Source: an optimization exercise on an open RTL-to-GDS flow (aim: small area, a short achievable clock period and few clock cycles per item). Production flows keep margins and buffers that such runs may drop. In this exercise RTL edits were held to simulation tests only and were not proved equivalent to the original. No activity file was given, so power comes from the tool's default toggle rates.

==> flow/design.v <==
module systolic_pq_sort3 #(parameter KW=16) (
    input logic [KW-1:0] a, b,
    output logic gt);
  localparam int L = $clog2(KW);
  logic [L:0][KW-1:0] g, ge;
  assign g[0]  = a & ~b;
  assign ge[0] = a | ~b;
  genvar l, j;
  generate
    for (l = 1; l <= L; l = l + 1) begin : G_LVL
      for (j = 0; j < (KW >> l); j = j + 1) begin : G_NODE
        assign g[l][j]  = g[l-1][2*j+1] | (ge[l-1][2*j+1] & g[l-1][2*j]);
        assign ge[l][j] = g[l-1][2*j+1] | (ge[l-1][2*j+1] & ge[l-1][2*j]);
      end
      if ((KW >> l) < KW) begin : G_PAD
        assign g[l][KW-1:(KW >> l)] = '0;
        assign ge[l][KW-1:(KW >> l)] = '0;
      end
    end
  endgenerate
  assign gt = g[L][0];
endmodule
module systolic_pq #(parameter KW=16, VW=16, N=16) (
  input logic clk, rst, ivalid,
  input logic [KW+VW-1:0] idata,
  output logic irdy,
  output logic ovalid,
  output logic [KW+VW-1:0] odata,
  input logic ordy
  );
  localparam int W = KW + VW;
  logic [W-1:0] e [0:N-1];    
  logic [N-1:0] v;            
  logic [N:0]   gt;           
  assign odata  = e[0];
  assign ovalid = v[0];
  assign irdy   = !v[N-1];
  logic ins, ext;
  assign ins = ivalid && irdy;
  assign ext = ordy && ovalid;
  logic ins_only, ext_only, both, idle;
  assign ins_only = ins && !ext;
  assign ext_only = ext && !ins;
  assign both     = ins && ext;
  assign idle     = !ins && !ext;
  genvar i;
  generate
    for (i = 0; i < N; i = i + 1) begin : G_CMP
      logic kgt;
      systolic_pq_sort3 #(.KW(KW)) U_CMP (.a(e[i][W-1:VW]), .b(idata[W-1:VW]), .gt(kgt));
      assign gt[i] = !v[i] || kgt;
    end
  endgenerate
  assign gt[N] = 1'b1;
  generate
    for (i = 0; i < N; i = i + 1) begin : G_ENT
      logic [W-1:0] lo, hi;    
      logic gtl;               
      logic s_hold, s_lo, s_hi, s_new;
      if (i == 0) begin : G_FIRST
        assign lo = idata;
        assign gtl = 1'b0;
      end else begin : G_MID
        assign lo = e[i-1];
        assign gtl = gt[i-1];
      end
      if (i == N-1) begin : G_LAST
        assign hi = e[i];
      end else begin : G_UP
        assign hi = e[i+1];
      end
      logic p_below, p_just, p_at, p_above;
      assign p_below = !gt[i+1];
      assign p_just  = gt[i+1] && !gt[i];
      assign p_at    = gt[i] && !gtl;
      assign p_above = gtl;
      assign s_hi   = ext_only || (both && p_below);
      assign s_new  = (ins_only && p_at) || (both && (p_just || (i == 0 && p_at)));
      assign s_lo   = ins_only && p_above;
      assign s_hold = idle || (ins_only && (p_below || p_just)) ||
                      (both && (p_above || (i != 0 && p_at)));
      always_ff @(posedge clk)
        e[i] <= ({W{s_hold}} & e[i]) | ({W{s_lo}} & lo) |
                ({W{s_hi}} & hi) | ({W{s_new}} & idata);
    end
  endgenerate
  always_ff @(posedge clk) begin
    if (rst)
      v <= '0;
    else if (ins && !ext)
      v <= {v[N-2:0], 1'b1};
    else if (ext && !ins)
      v <= {1'b0, v[N-1:1]};
  end
endmodule
export LEC_CHECK = 0
export CAP_MARGIN = 20
export CORE_MARGIN = 2
export CORE_UTILIZATION = 45
export CTS_CLUSTER_DIAMETER = 60
export CTS_CLUSTER_SIZE = 20
export PLACE_DENSITY = 0.7
export SETUP_SLACK_MARGIN = 1.7
export SLEW_MARGIN = 20
create_clock -name core_clock -period 4.5 [get_ports {clk}]
standard.sh (not shown) runs the stock make flow with config.mk's settings and CLKGATE_MAP_FILE= SYNTH_SCRIPT=/design/flow/synth_recipe.tcl, a recipe that flattens the netlist after the stock synthesis.
==> flow/flow/run.sh <==
#!/bin/bash
# Own flow: the standard layout, with a synthesis whose ABC mapping aims at
# delay (flow/abc_fast.script, delay target MY_ABC_D ps) instead of ORFS's
# area-recovering script. Registers, their names and cells are unchanged.
set -euo pipefail
W=$PWD
export MY_ABC_SCRIPT=$W/flow/abc_fast.script
export MY_ABC_D=${MY_ABC_D:-1000}
cat flow/abc_hook.tcl synth_recipe.tcl > my_synth.tcl
sed "s#SYNTH_SCRIPT=[^ ]*synth_recipe.tcl#SYNTH_SCRIPT=$W/my_synth.tcl#" standard.sh > my_standard.sh
grep -q "SYNTH_SCRIPT=$W/my_synth.tcl" my_standard.sh
bash my_standard.sh synth > synth.log 2>&1
grep -q "flow abc:" orfs/logs/*/systolic_pq/base/1_2_yosys.log
bash standard.sh > layout.log 2>&1
==> flow/flow/abc_fast.script <==
strash
dc2
balance
map {D}
topo
buffer
upsize {D}
dnsize {D}
stime -p
==> flow/flow/abc_hook.tcl <==
# Run Yosys's abc with this flow's ABC script and delay target in place of
# ORFS's; everything else in the synthesis is the standard one.
proc abc {args} {
  set i [lsearch -exact $args -script]
  if {$i >= 0} { lset args [expr {$i + 1}] $::env(MY_ABC_SCRIPT) }
  set j [lsearch -exact $args -D]
  if {$j >= 0} { lset args [expr {$j + 1}] $::env(MY_ABC_D) } else { lappend args -D $::env(MY_ABC_D) }
  puts "flow abc: $args"
  yosys abc {*}$args
}
Testbench counts at the start, summed over its fixed seeds: cycles 32,000, ops 32,000.
Next try:
==> flow/run.sh (new file) <==
#!/bin/bash
# synth_recipe.tcl (not shown) runs the flow's synth.tcl, then flattens the netlist and writes it again
# the make line also repeats each setting of config.mk as NAME=value (left out here)
make -C /OpenROAD-flow-scripts/flow DESIGN_CONFIG=/design/flow/config.mk WORK_HOME=/design/flow/orfs CLKGATE_MAP_FILE= SYNTH_SCRIPT=/design/flow/synth_recipe.tcl finish
--- a/flow/config.mk
+++ b/flow/config.mk
@@ -10,5 +10,3 @@
-export CORE_UTILIZATION = 45
-export CTS_CLUSTER_DIAMETER = 60
-export CTS_CLUSTER_SIZE = 20
-export PLACE_DENSITY = 0.7
-export SETUP_SLACK_MARGIN = 1.7
+export CORE_UTILIZATION = 50
+export PLACE_DENSITY = 0.65
+export SETUP_SLACK_MARGIN = 2.4
removed: flow/flow/run.sh
removed: flow/flow/abc_fast.script
removed: flow/flow/abc_hook.tcl
removed: flow/standard.sh
- power went up by 37%
- via count rose by 16%
- first-iteration DRC count went up by 52%
- cell area goes up by 32%
- cell count drops by 5.8%
- clock power increases by 25%
- die area fell by 2.0%
- worst hold slack gains 0.019 ns
- core utilization climbs by 19 points
- routed wire length increases by 52%
- synthesized area rises by 8.8%
Next try:
==> flow/flow/run.sh (new file) <==
#!/bin/bash
# Own flow: the standard layout, with a synthesis whose ABC mapping aims at
# delay (flow/abc_fast.script, delay target MY_ABC_D ps) instead of ORFS's
# area-recovering script. Registers, their names and cells are unchanged.
set -euo pipefail
W=$PWD
export MY_ABC_SCRIPT=$W/flow/abc_fast.script
export MY_ABC_D=${MY_ABC_D:-1000}
cat flow/abc_hook.tcl synth_recipe.tcl > my_synth.tcl
sed "s#SYNTH_SCRIPT=[^ ]*synth_recipe.tcl#SYNTH_SCRIPT=$W/my_synth.tcl#" standard.sh > my_standard.sh
grep -q "SYNTH_SCRIPT=$W/my_synth.tcl" my_standard.sh
bash my_standard.sh synth > synth.log 2>&1
grep -q "flow abc:" orfs/logs/*/systolic_pq/base/1_2_yosys.log
bash standard.sh > layout.log 2>&1
==> flow/flow/abc_fast.script (new file) <==
strash
dc2
balance
map {D}
topo
buffer
upsize {D}
dnsize {D}
stime -p
==> flow/flow/abc_hook.tcl (new file) <==
# Run Yosys's abc with this flow's ABC script and delay target in place of
# ORFS's; everything else in the synthesis is the standard one.
proc abc {args} {
  set i [lsearch -exact $args -script]
  if {$i >= 0} { lset args [expr {$i + 1}] $::env(MY_ABC_SCRIPT) }
  set j [lsearch -exact $args -D]
  if {$j >= 0} { lset args [expr {$j + 1}] $::env(MY_ABC_D) } else { lappend args -D $::env(MY_ABC_D) }
  puts "flow abc: $args"
  yosys abc {*}$args
}
==> flow/standard.sh (new file) <==
#!/bin/bash
# synth_recipe.tcl (not shown) runs the flow's synth.tcl, then flattens the netlist and writes it again
# the make line also repeats each setting of config.mk as NAME=value (left out here)
make -C /OpenROAD-flow-scripts/flow DESIGN_CONFIG=/design/flow/config.mk WORK_HOME=/design/flow/orfs CLKGATE_MAP_FILE= SYNTH_SCRIPT=/design/flow/synth_recipe.tcl "${@:-finish}"
--- a/flow/config.mk
+++ b/flow/config.mk
@@ -10,3 +10,5 @@
-export CORE_UTILIZATION = 50
-export PLACE_DENSITY = 0.65
-export SETUP_SLACK_MARGIN = 2.4
+export CORE_UTILIZATION = 55
+export CTS_CLUSTER_DIAMETER = 100
+export CTS_CLUSTER_SIZE = 30
+export PLACE_DENSITY = 0.75
+export SETUP_SLACK_MARGIN = 1.7
removed: flow/run.sh
Routed wire length drops by 38%.
Worst setup slack gains 1.1 ns.
Clock power went down by 51%.
Hold slack gets worse by 0.014 ns.

========
RTL: the design.v shown in full above, as it stands there.
==> flow/config.mk <==
export PLATFORM = sky130hd
export DESIGN_NAME = systolic_pq
export DESIGN_NICKNAME = systolic_pq
export VERILOG_FILES = /design/flow/design.v
export SDC_FILE = /design/flow/constraint.sdc
export NUM_CORES = 4
export LEC_CHECK = 0
export CAP_MARGIN = 20
export CORE_MARGIN = 2
export CORE_UTILIZATION = 35
export CTS_CLUSTER_DIAMETER = 100
export CTS_CLUSTER_SIZE = 30
export PLACE_DENSITY = 0.6
export SETUP_SLACK_MARGIN = 1.7
export SLEW_MARGIN = 20
==> flow/constraint.sdc <==
create_clock -name core_clock -period 4.5 [get_ports {clk}]
set_input_delay 0.9000 -clock core_clock [delete_from_list [all_inputs] [get_ports {clk}]]
set_output_delay 0.9000 -clock core_clock [all_outputs]
set_load 0.01 [all_outputs]
==> flow/flow/run.sh <==
#!/bin/bash
# Own flow: the standard layout, with a synthesis whose ABC mapping aims at
# delay (flow/abc_fast.script, delay target MY_ABC_D ps) instead of ORFS's
# area-recovering script. Registers, their names and cells are unchanged.
set -euo pipefail
W=$PWD
export MY_ABC_SCRIPT=$W/flow/abc_fast.script
export MY_ABC_D=${MY_ABC_D:-1000}
cat flow/abc_hook.tcl synth_recipe.tcl > my_synth.tcl
sed "s#SYNTH_SCRIPT=[^ ]*synth_recipe.tcl#SYNTH_SCRIPT=$W/my_synth.tcl#" standard.sh > my_standard.sh
grep -q "SYNTH_SCRIPT=$W/my_synth.tcl" my_standard.sh
bash my_standard.sh synth > synth.log 2>&1
grep -q "flow abc:" orfs/logs/*/systolic_pq/base/1_2_yosys.log
bash standard.sh > layout.log 2>&1
==> flow/flow/abc_fast.script <==
strash
dc2
balance
map {D}
topo
buffer
upsize {D}
dnsize {D}
stime -p
==> flow/flow/abc_hook.tcl <==
# Run Yosys's abc with this flow's ABC script and delay target in place of
# ORFS's; everything else in the synthesis is the standard one.
proc abc {args} {
  set i [lsearch -exact $args -script]
  if {$i >= 0} { lset args [expr {$i + 1}] $::env(MY_ABC_SCRIPT) }
  set j [lsearch -exact $args -D]
  if {$j >= 0} { lset args [expr {$j + 1}] $::env(MY_ABC_D) } else { lappend args -D $::env(MY_ABC_D) }
  puts "flow abc: $args"
  yosys abc {*}$args
}
The starting point completed without violations.
Testbench counts at the start, summed over its fixed seeds: cycles 32,000, ops 32,000.
Edit:
CORE_UTILIZATION = 45   (was 35)
CTS_CLUSTER_DIAMETER = 60   (was 100)
CTS_CLUSTER_SIZE = 20   (was 30)
PLACE_DENSITY = 0.7   (was 0.6)
SETUP_SLACK_MARGIN = 1.8   (was 1.7)
Outcome:
- routed wire length fell by 15%
- cell area rose by 0.80%
- non-clock buffer count fell by 2
- maximum frequency rose by 3.2%
- final cell count fell by 3.5%
- combinational power fell by about 5%
Edit:
CORE_UTILIZATION = 35   (was 45)
CTS_CLUSTER_DIAMETER = 100   (was 60)
CTS_CLUSTER_SIZE = 30   (was 20)
PLACE_DENSITY = 0.6   (was 0.7)
SETUP_SLACK_MARGIN = 1.45   (was 1.8)
What happened: The new run finished clean. Hold slack gains 7.7 ps. Count of clock-buffer cells in the layout fell by 18. Total power fell by 5.8%. Via count fell by 0.82%. Synthesized cell count is unchanged.
Edit:
CORE_UTILIZATION = 55   (was 35)
CTS_CLUSTER_DIAMETER = 50   (was 100)
PLACE_DENSITY = 0.75   (was 0.6)
SETUP_SLACK_MARGIN = 1.7   (was 1.45)
=>
- The new run completed without violations
- area after synthesis does not change
- worst setup slack improves by 160 ps
- via count is higher by 2.0%
- sequential share of layout area falls by 0.73 points
- clock-buffer cell count is higher by 35
- flip-flop and latch count is unchanged
- power is higher by 8.9%
- combinational power is lower by about 0.7%

==> separate check: timing with driven ports <==
In the flow no input, the clock included, has a driving cell. The finished layouts below were timed again as built, in two steps.
Step 1 assumes that a clkbuf_16 drives the clock port and a buf_2 every other input.
Step 2 also shifts input and output timing later by t, the mid clock arrival at the registers, as if the neighbouring blocks saw the same clock.
Slacks: ideal ports / drivers / drivers and shift; pairs: ideal ports / drivers.
run | t (ns) | setup WS [ns] | pins driven straight from the clock port
the first run of note 1 | 0.670 | 1.744 / 1.714 / 1.082 | 1
the second run of note 1 | 0.728 | 0.586 / 0.524 / -0.205 | 1
the third run of note 1 | 0.655 | 1.689 / 1.627 / 1.112 | 1
the first run of note 2 | 0.681 | 1.706 / 1.689 / 1.060 | 1
the second run of note 2 | 0.665 | 1.792 / 1.729 / 1.215 | 1
the third run of note 2 | 0.679 | 1.511 / 1.538 / 0.859 | 1
the fourth run of note 2 | 0.673 | 1.666 / 1.644 / 1.025 | 1
With both steps, setup timing fails in the second run of note 1, where it was met with ideal ports. The setup slack of the second run of note 1, which loses most, moves by -0.062 ns with the drivers and by -0.791 ns with both steps.
